This is an optimization exercise on Yosys and OpenROAD, whose aim is small area and a short achievable clock period, not a production implementation. The RTL was checked by simulation tests, not by an equivalence proof against the original design. The flow treats the clock pin as an ideal source, which a real chip does not have. No activity file was given, so power comes from the tool's default toggle rates.

## flow/design.v (module list and top-level ports; edited modules follow where they fit)
// module Converter: 1626 lines
// module Converter_a21oi: 3 lines
// module Converter_a222oi: 3 lines
// module Converter_a22oi: 3 lines
// module Converter_inv: 3 lines
// module Converter_maj3: 3 lines
// module Converter_nand2: 3 lines
// module Converter_nor2: 3 lines
// module Converter_nor2b: 3 lines
// module Converter_o21ai: 3 lines
// module Converter_xnor2: 3 lines
// module Converter_xor2: 3 lines
module Converter #(parameter INPUT_WIDTH = 16,
                   parameter OUTPUT_WIDTH = 64)(
    input[INPUT_WIDTH-1:0] data,
    input sop,
    input eop,
    input rst,
    input clk,
    output[OUTPUT_WIDTH-1:0] number,
    output valid,
    output error
    );
  // ...
==> flow/flow/run.sh <==
#!/bin/bash
# Own layout flow. Differences from the standard layout:
#  1. synthesis reads design_gates.v, a copy of design.v in which each one-gate
#     cell module (Converter_<gate>) instantiates the matching sky130 cell
#     (flow/gatemap.py), so the adder keeps the gate structure the RTL spells
#     out; the rest goes through the standard flow's synthesis script (synth_recipe.tcl)
#     unchanged, so the registers and their names are the standard ones;
#  2. the port buffers are buf_1 cells;
#  3. timing repair aims at a setup slack of 5.3 ns (a 3.2 ns period), more
#     than config.mk's settings allow.
# Each tool's output goes to a log file in this folder.
set -euo pipefail
W=$(pwd)
R=$W/orfs/results/$FLOW_PLATFORM/Converter/base

python3 flow/gatemap.py design.v design_gates.v > gatemap.log 2>&1

# the flow settings from config.mk, passed on make's command line as standard.sh does
args=()
while read -r kw k eq v; do
  [[ "$kw" == export && "$eq" == "=" ]] || continue
  case "$k" in
    PLATFORM|DESIGN_NAME|DESIGN_NICKNAME|VERILOG_FILES|SDC_FILE|NUM_CORES|LEC_CHECK) ;;
    *) args+=("$k=$v") ;;
  esac
done < config.mk

make -C "$FLOW_HOME" DESIGN_CONFIG="$W/config.mk" WORK_HOME="$W/orfs" CLKGATE_MAP_FILE= \
  SYNTH_SCRIPT="$W/synth_recipe.tcl" "${args[@]}" VERILOG_FILES="$W/design_gates.v" \
  synth > synth.log 2>&1

make -C "$FLOW_HOME" DESIGN_CONFIG="$W/config.mk" WORK_HOME="$W/orfs" CLKGATE_MAP_FILE= \
  SYNTH_SCRIPT="$W/synth_recipe.tcl" "${args[@]}" VERILOG_FILES="$W/design_gates.v" \
  "BUFFER_PORTS_ARGS=-buffer_cell sky130_fd_sc_hd__buf_1" SETUP_SLACK_MARGIN=5.3 finish > layout.log 2>&1

: # left out here: write the final layout as DEF
==> flow/flow/gatemap.py <==
#!/usr/bin/env python3
"""Rewrite design.v for synthesis: each one-gate cell module Converter_<gate>
(assign y = <function>;) gets the matching sky130 cell instead of its assign,
so synthesis keeps exactly the gate netlist the RTL spells out.
usage: gatemap.py IN OUT"""
import re, sys

P = 'sky130_fd_sc_hd__'
MAP = {
    'inv':    ('inv_1',    {'a': 'A', 'y': 'Y'}),
    'nand2':  ('nand2_1',  {'a': 'A', 'b': 'B', 'y': 'Y'}),
    'nor2':   ('nor2_1',   {'a': 'A', 'b': 'B', 'y': 'Y'}),
    'nor2b':  ('nor2b_1',  {'a': 'A', 'bn': 'B_N', 'y': 'Y'}),
    'xor2':   ('xor2_1',   {'a': 'A', 'b': 'B', 'y': 'X'}),
    'xnor2':  ('xnor2_1',  {'a': 'A', 'b': 'B', 'y': 'Y'}),
    'a21oi':  ('a21oi_1',  {'a1': 'A1', 'a2': 'A2', 'b': 'B1', 'y': 'Y'}),
    'o21ai':  ('o21ai_1',  {'a1': 'A1', 'a2': 'A2', 'b': 'B1', 'y': 'Y'}),
    'a22oi':  ('a22oi_1',  {'a1': 'A1', 'a2': 'A2', 'b1': 'B1', 'b2': 'B2', 'y': 'Y'}),
    'maj3':   ('maj3_1',   {'a': 'A', 'b': 'B', 'c': 'C', 'y': 'X'}),
    'a222oi': ('a222oi_1', {'a1': 'A1', 'a2': 'A2', 'b1': 'B1', 'b2': 'B2',
                            'c1': 'C1', 'c2': 'C2', 'y': 'Y'}),
}

src = open(sys.argv[1]).read()
n = [0]

def sub(m):
    kind, ports, body = m.group(1), m.group(2), m.group(3)
    if kind not in MAP:
        return m.group(0)
    cell, pins = MAP[kind]
    names = re.findall(r'(?:input|output)\s+(\w+)', ports)
    assert sorted(names) == sorted(pins), (kind, names)
    conns = ', '.join(f'.{pins[p]}({p})' for p in names)
    n[0] += 1
    return f'module Converter_{kind} ({ports});\n    {P}{cell} g ({conns});\nendmodule'

out = re.sub(r'module Converter_(\w+) \(([^)]*)\);\n(.*?)\nendmodule', sub, src, flags=re.S)
open(sys.argv[2], 'w').write(out)
print(f'gatemap: {n[0]} cell modules mapped')
==> flow/standard.sh <==
#!/bin/bash
# synth_recipe.tcl (not shown) runs the flow's synth.tcl, then flattens the netlist and writes it again
# the make line also repeats each setting of config.mk as NAME=value (left out here)
make -C /OpenROAD-flow-scripts/flow DESIGN_CONFIG=/design/flow/config.mk WORK_HOME=/design/flow/orfs CLKGATE_MAP_FILE= SYNTH_SCRIPT=/design/flow/synth_recipe.tcl "${@:-finish}"
==> flow/config.mk <==
export PLATFORM = sky130hd
export DESIGN_NAME = Converter
export DESIGN_NICKNAME = Converter
export VERILOG_FILES = /design/flow/design.v
export SDC_FILE = /design/flow/constraint.sdc
export NUM_CORES = 8
export LEC_CHECK = 0
export CAP_MARGIN = 20
export CORE_MARGIN = 2
export CORE_UTILIZATION = 40
export CTS_BUF_LIST = sky130_fd_sc_hd__clkbuf_4 sky130_fd_sc_hd__clkbuf_8
export SETUP_SLACK_MARGIN = 5
export SLEW_MARGIN = 20
export SYNTH_HIERARCHICAL = 1
==> flow/constraint.sdc <==
create_clock -name core_clock -period 8.5 [get_ports {clk}]
set_input_delay 1.7000 -clock core_clock [delete_from_list [all_inputs] [get_ports {clk}]]
set_output_delay 1.7000 -clock core_clock [all_outputs]
set_load 0.01 [all_outputs]
==> results.cfg, run 1 <==
[sta]
period_share_pct = 35.4
relSlewSlack_pct = 67.1
finalCriticalPeriod_ps = 3010
drv_slew = 0
fmax_mhz = 332
finalHoldViolations = 0

[worst_setup_path]
rr_startpoint = t2_0
path_delay_family = compound AO/OA/AOI/OAI gates
cpMostUsedCell = inv_1
path_cells = buf_8, buf_12, a222oi_1, xor2_1, xnor2_2, inv_1, ha_1, inv_1, a31oi_1, o21ai_2, buf_4, a21oi_1, xnor2_1
max_stage_delay_ps = 450
crit_buf_inv = 5
cp.required_ps = 8800
endpoint = acc[28]

[floorplan]
core_area_sq_um = 15800

[layout]
fin_util_pct = 48.9
mostFrequentLayoutCell = nand2_1
area_dominant_class = multi-input combinational cells
clock_cell_area_share_pct = 2.52
fill_cells = 1593

[synth]
synth_top_cell_area_share_pct = 24.0
synthCells = 883
synth.net_count = 914
yosysWarnings = 7
syn_area_sq_um = 6430
synth_top_family_by_area = compound AO/OA/AOI/OAI gates
synth-edff-count = 4

[drt]
avgRoutedWirePerCell_microns = 15.5
met1_length_microns = 8560
dr.first_iter.drc_count = 1366

[power_and_ir_drop]
power_density_nw_per_um2 = 140
ir_drop_mv = 0.0954
clkPwrFrac_pct = 27.6
power_mw = 1.08
leakage_nw = 3.03
comb_power_uw = 272

[global_routing]
antenna_found_initial = 0
grt_pass1_vias = 5937
use_met2_pct = 34.8
met3_usage_pct = 3.79
grt_pass1_wl_microns = 29200

[min_path]
min-delay-start = eop_d
min_to = vld

[cts]
clockBufferDepth = 2

[outcome]
status = no timing/DRC/antenna violations
==> run 2, diff against run 1 <==
--- a/flow/flow/run.sh
+++ b/flow/flow/run.sh
@@ -8,5 +8,9 @@
 #  2. the port buffers are buf_1 cells;
 #  3. timing repair aims at a setup slack of 5.3 ns (a 3.2 ns period), more
-#     than config.mk's settings allow.
+#     than config.mk's settings allow;
+#  4. after clock tree synthesis, flow/skew.tcl gives the six multiplier-select
+#     registers their own clock buffer off the clock port, one buffer level
+#     earlier than the other registers (skew on register-to-register paths
+#     only: these registers neither read inputs nor drive outputs).
 # Each tool's output goes to a log file in this folder.
 set -euo pipefail
@@ -32,5 +36,6 @@
 make -C "$FLOW_HOME" DESIGN_CONFIG="$W/config.mk" WORK_HOME="$W/orfs" CLKGATE_MAP_FILE= \
   SYNTH_SCRIPT="$W/synth_recipe.tcl" "${args[@]}" VERILOG_FILES="$W/design_gates.v" \
-  "BUFFER_PORTS_ARGS=-buffer_cell sky130_fd_sc_hd__buf_1" SETUP_SLACK_MARGIN=5.3 finish > layout.log 2>&1
+  "BUFFER_PORTS_ARGS=-buffer_cell sky130_fd_sc_hd__buf_1" SETUP_SLACK_MARGIN=5.3 \
+  POST_CTS_TCL="$W/flow/skew.tcl" finish > layout.log 2>&1
 
 : # left out here: write the final layout as DEF
==> flow/flow/skew.tcl (new file) <==
# After clock tree synthesis: clock the six multiplier-select registers
# (t1_1 .. t2_n) from their own clock buffer, driven by the clock port, so
# that their clock arrives one buffer level earlier than the other
# registers'.  These registers are loaded only from other registers and
# drive only the accumulator datapath, so this skew acts only on paths
# between registers.
set block [ord::get_db_block]
set db [ord::get_db]
set clk_net [[$block findBTerm clk] getNet]
set master [$db findMaster sky130_fd_sc_hd__clkbuf_4]
set buf [odb::dbInst_create $block $master selck_buf]
set net [odb::dbNet_create $block selck_net]
$net setSigType CLOCK
[$buf findITerm A] connect $clk_net
[$buf findITerm X] connect $net
set xs 0
set ys 0
set n 0
foreach name {t1_1 t1_2 t1_3 t2_0 t2_1 t2_n} {
  set inst [$block findInst "${name}\$_DFF_P_"]
  set it [$inst findITerm CLK]
  $it disconnect
  $it connect $net
  lassign [$inst getLocation] x y
  incr xs $x
  incr ys $y
  incr n
}
$buf setLocation [expr {$xs / $n}] [expr {$ys / $n}]
$buf setPlacementStatus PLACED
global_connect
detailed_placement
check_placement -verbose
puts "skew.tcl: select registers moved to selck_net"
==> results.cfg, run 2 <==
[outcome]
status = no timing/DRC/antenna violations

[layout]
drive_gt1_share_pct = 6.93
top_register = acc
insertedDiodeCount = 0
reg_top3 = acc: 64 flops, base: 4 flops, dign: 4 flops
layout_common_cells = nand2_1 (135), a222oi_1 (124), inv_1 (104)
mostFrequentLayoutCell = nand2_1
fin_cells = 1211
fin_nets = 1021
largest_reg_flops = 64
area_delta_synth_final_pct = 16.2

[power_and_ir_drop]
ir_drop_mv = 0.112
leakage_nw = 2.91
power_density_nw_per_um2 = 143

[floorplan]
dieArea_sq_um = 17100
die_h_microns = 131
rows = 46
core_area_sq_um = 15800
io_pins = 86
start_util_pct = 40.6
die_x_microns = 131

[cts]
insertion_delay_ps = 380
cts_tree = built
clkSinkCount = 84
clkTransAtPathRegs_ps = 90

[worst_setup_path]
path_depth = 16
crit_type = reg2reg
end_kind = register
max_stage_delay_ps = 410
worstSetupStartpointType = register
path_delay_family = compound AO/OA/AOI/OAI gates
critPathSlowestCell = dfxtp_2
crit_buf_inv = 3
path_cells = inv_1, a222oi_1, nand2_1, a21oi_2, o21ai_2, a21oi_2, o21ai_4, a21oi_4, inv_2, a21oi_4, inv_1, a21oi_2, o21ai_1, a21oi_1, o21ai_1, xor2_1
cpMostUsedCell = a21oi_2
path_max_fanout = 7
rr_worst_depth = 16
cp.required_ps = 8770
worstPathArrival_ps = 3230

[placed_design]
numPortBuffers = 85
place_congestion = 0.820
hpwl_microns = 11300
placed_cells = 1187

[global_routing]
grt_overflow_total = 0
grt_pass1_wl_microns = 29300
grt_pass1_vias = 5948
track_usage_pct = 21.1
grt_max_degree = 64
antenna_found_initial = 0

[drt]
viasPerCell = 5.74
num_vias = 6954
avgRoutedWirePerCell_microns = 14.9
wl_microns = 18100
firstDrtPassIters = 13
dr.first_iter.drc_count = 1245
post-route-drc-count = 0
ant_nets = 0

[min_path]
hold_path_class = reg2reg
hold_path_depth = 0

[sta]
skew_ps = 251
rsz0062_at_grt = true
finalHoldViolations = 0
setup_tns_ps = 0
finalCriticalPeriod_ps = 2960
relSlewSlack_pct = 65.9
worst_slew_pin_slew_ps = 512
period_share_pct = 34.8
setup_viol_count_final = 0
fmax_mhz = 338
drv_slew = 0

[synth]
synth_cell_type_count = 31
synth-edff-count = 4
synth-main-ff-cell = dfxtp_1
synth_seq_cells = 84
yosys.cell_count.top_type = nand2_1
yosys-top-cells-count = nand2_1 (135), a222oi_1 (124), inv_1 (105)
synthCells = 883
yosysTopAreaCell = dfxtp_1
ys_seq_area_share_pct = 27.0
synth_area_leaders = dfxtp_1 (24%), a222oi_1 (19%), nand2_1 (7.9%), a21oi_1 (7.3%), xor2_1 (6.4%)
ys_async_sr_fraction_pct = 3.57
yosysWarnings = 7
synth.net_count = 914
synth_area_per_cell_sq_um = 7.29
syn_area_sq_um = 6430
synth_top_cell_area_share_pct = 24.0

[run]
cap_violations = 0
-- run 2: cell types whose count changed in the layout (fill, tap and decap cells not counted), sizes merged --
| cell | change |
|---|---|
| buf | -16 |
| clkbuf | -1 |
-- run 2: power by group --
part / internal [mW] / switching, mW
Combinational: 0.0915 / 0.157
Sequential: 0.440 / 0.0792
Clock: 0.123 / 0.182
-- run 2: cells by family (layout without fill, tap and decap cells) --
logic type	after synthesis	count (layout)	synth area share, %
adder cells (fa/ha/maj)	14	14	2.72
flip-flops	84	84	27.0
buffers and inverters	107	219	6.42
AO/OA/AOI/OAI	302	302	33.4
AND/OR/NAND/NOR	305	305	20.8
XOR/XNOR	71	71	9.67
-- run 2: per-stage QoR --
step / setup slack [ps] / util, % / hold WS (ps) / power (mW) / instance area (sq um)
6_report: 5540 / 47.2 / 367 / 1.07 / 7480
3_3_place_gp: 4570 / 44.6 / 336 / 0.763 / 7060
5_1_grt: 5270 / 47.2 / 384 / 1.14 / 7480
2_1_floorplan: 5320 / - / 331 / 0.667 / 6450
3_5_place_dp: 4470 / 44.6 / 336 / 0.764 / 7060
-- run 2: worst paths after layout --
kind / startpoint / end / slack, ps
worst min-delay path: eop_d / vld / 370
max in group asynchronous: rst / sop_d / 7240
min in group asynchronous: rst / eop_d / 1140
worst max-delay path: acc[5] / acc[59] / 5540
worst max register to register: acc[5] / acc[59] / 5540
worst min register to register: eop_d / vld / 370
-- run 2: per-layer routing --
| layer | GRT usage (%) | part of all wire (%) | up-vias |
|---|---|---|---|
| li1 | - | - | 3513 |
| met1 | 28.4 | 45 | 3130 |
| met2 | 34.9 | 46 | 301 |
| met3 | 3.79 | 7.9 | 10 |
| met4 | 5.63 | 0.99 | 0 |
| met5 | 0 | 0 | - |
-- run 2: Yosys stat by module (local to each module, per instance), a selection --
module,times used,area [sq um],cells inside,flip-flops and latches
Converter_a222oi,124,10.0,1,0
Converter_xnor2,23,8.76,1,0
Converter,1,2140,138,84
Converter_o21ai,73,5.00,1,0
Converter_a21oi,93,5.00,1,0
Converter_maj3,3,10.0,1,0
Converter_xor2,44,8.76,1,0
Converter_nand2,134,3.75,1,0
-- run 2: final cells by class, without the clock buffers --
type | count | area (sq um)
fill | 1612 | 8350
multi-input combinational | 692 | 4350
sequential | 84 | 1780
timing repair buffer | 96 | 474
inverter | 106 | 398
tap | 216 | 270
clock inverter | 7 | 71.3
buffer | 1 | 7.51
-- run 2: worst reg2reg max path, cell delays in order (launching register included) --
cell and delay (ps):
dfxtp_2 410, inv_1 60, a222oi_1 350, nand2_1 160, a21oi_2 220, o21ai_2 110, a21oi_2 250, o21ai_4 120
a21oi_4 190, inv_2 80, a21oi_4 170, inv_1 80, a21oi_2 190, o21ai_1 100, a21oi_1 140, o21ai_1 80
xor2_1 150

==> re-timing with driven ports <==
The results above use ideal ports. As a check the final layouts listed here were re-extracted and re-timed, cells and wires unchanged. Step 1: set_driving_cell puts a clkbuf_16 on clk and a buf_2 on each other input, an assumption about the parent block. Step 2 adds t to the input delays and takes it off the output delays; t is the mean of the earliest and latest rising clock arrival at the registers after step 1. Input paths then give back, and output paths get back, about the clock's delay inside the block. a / b / c = no drivers / after step 1 / after step 2; a / b = the first two.
run | t, ns | setup slack, ns | worst setup path after step 2 | worst slew at a driven data input, ns | pins driven straight from the clock port
run 1 | 0.419 | 5.489 / 5.489 / 5.489 | register to register | 0.03 | 1
run 2 | 0.306 | 5.540 / 5.540 / 5.540 | register to register | 0.03 | 2
After both steps setup and hold are still met in every run listed.
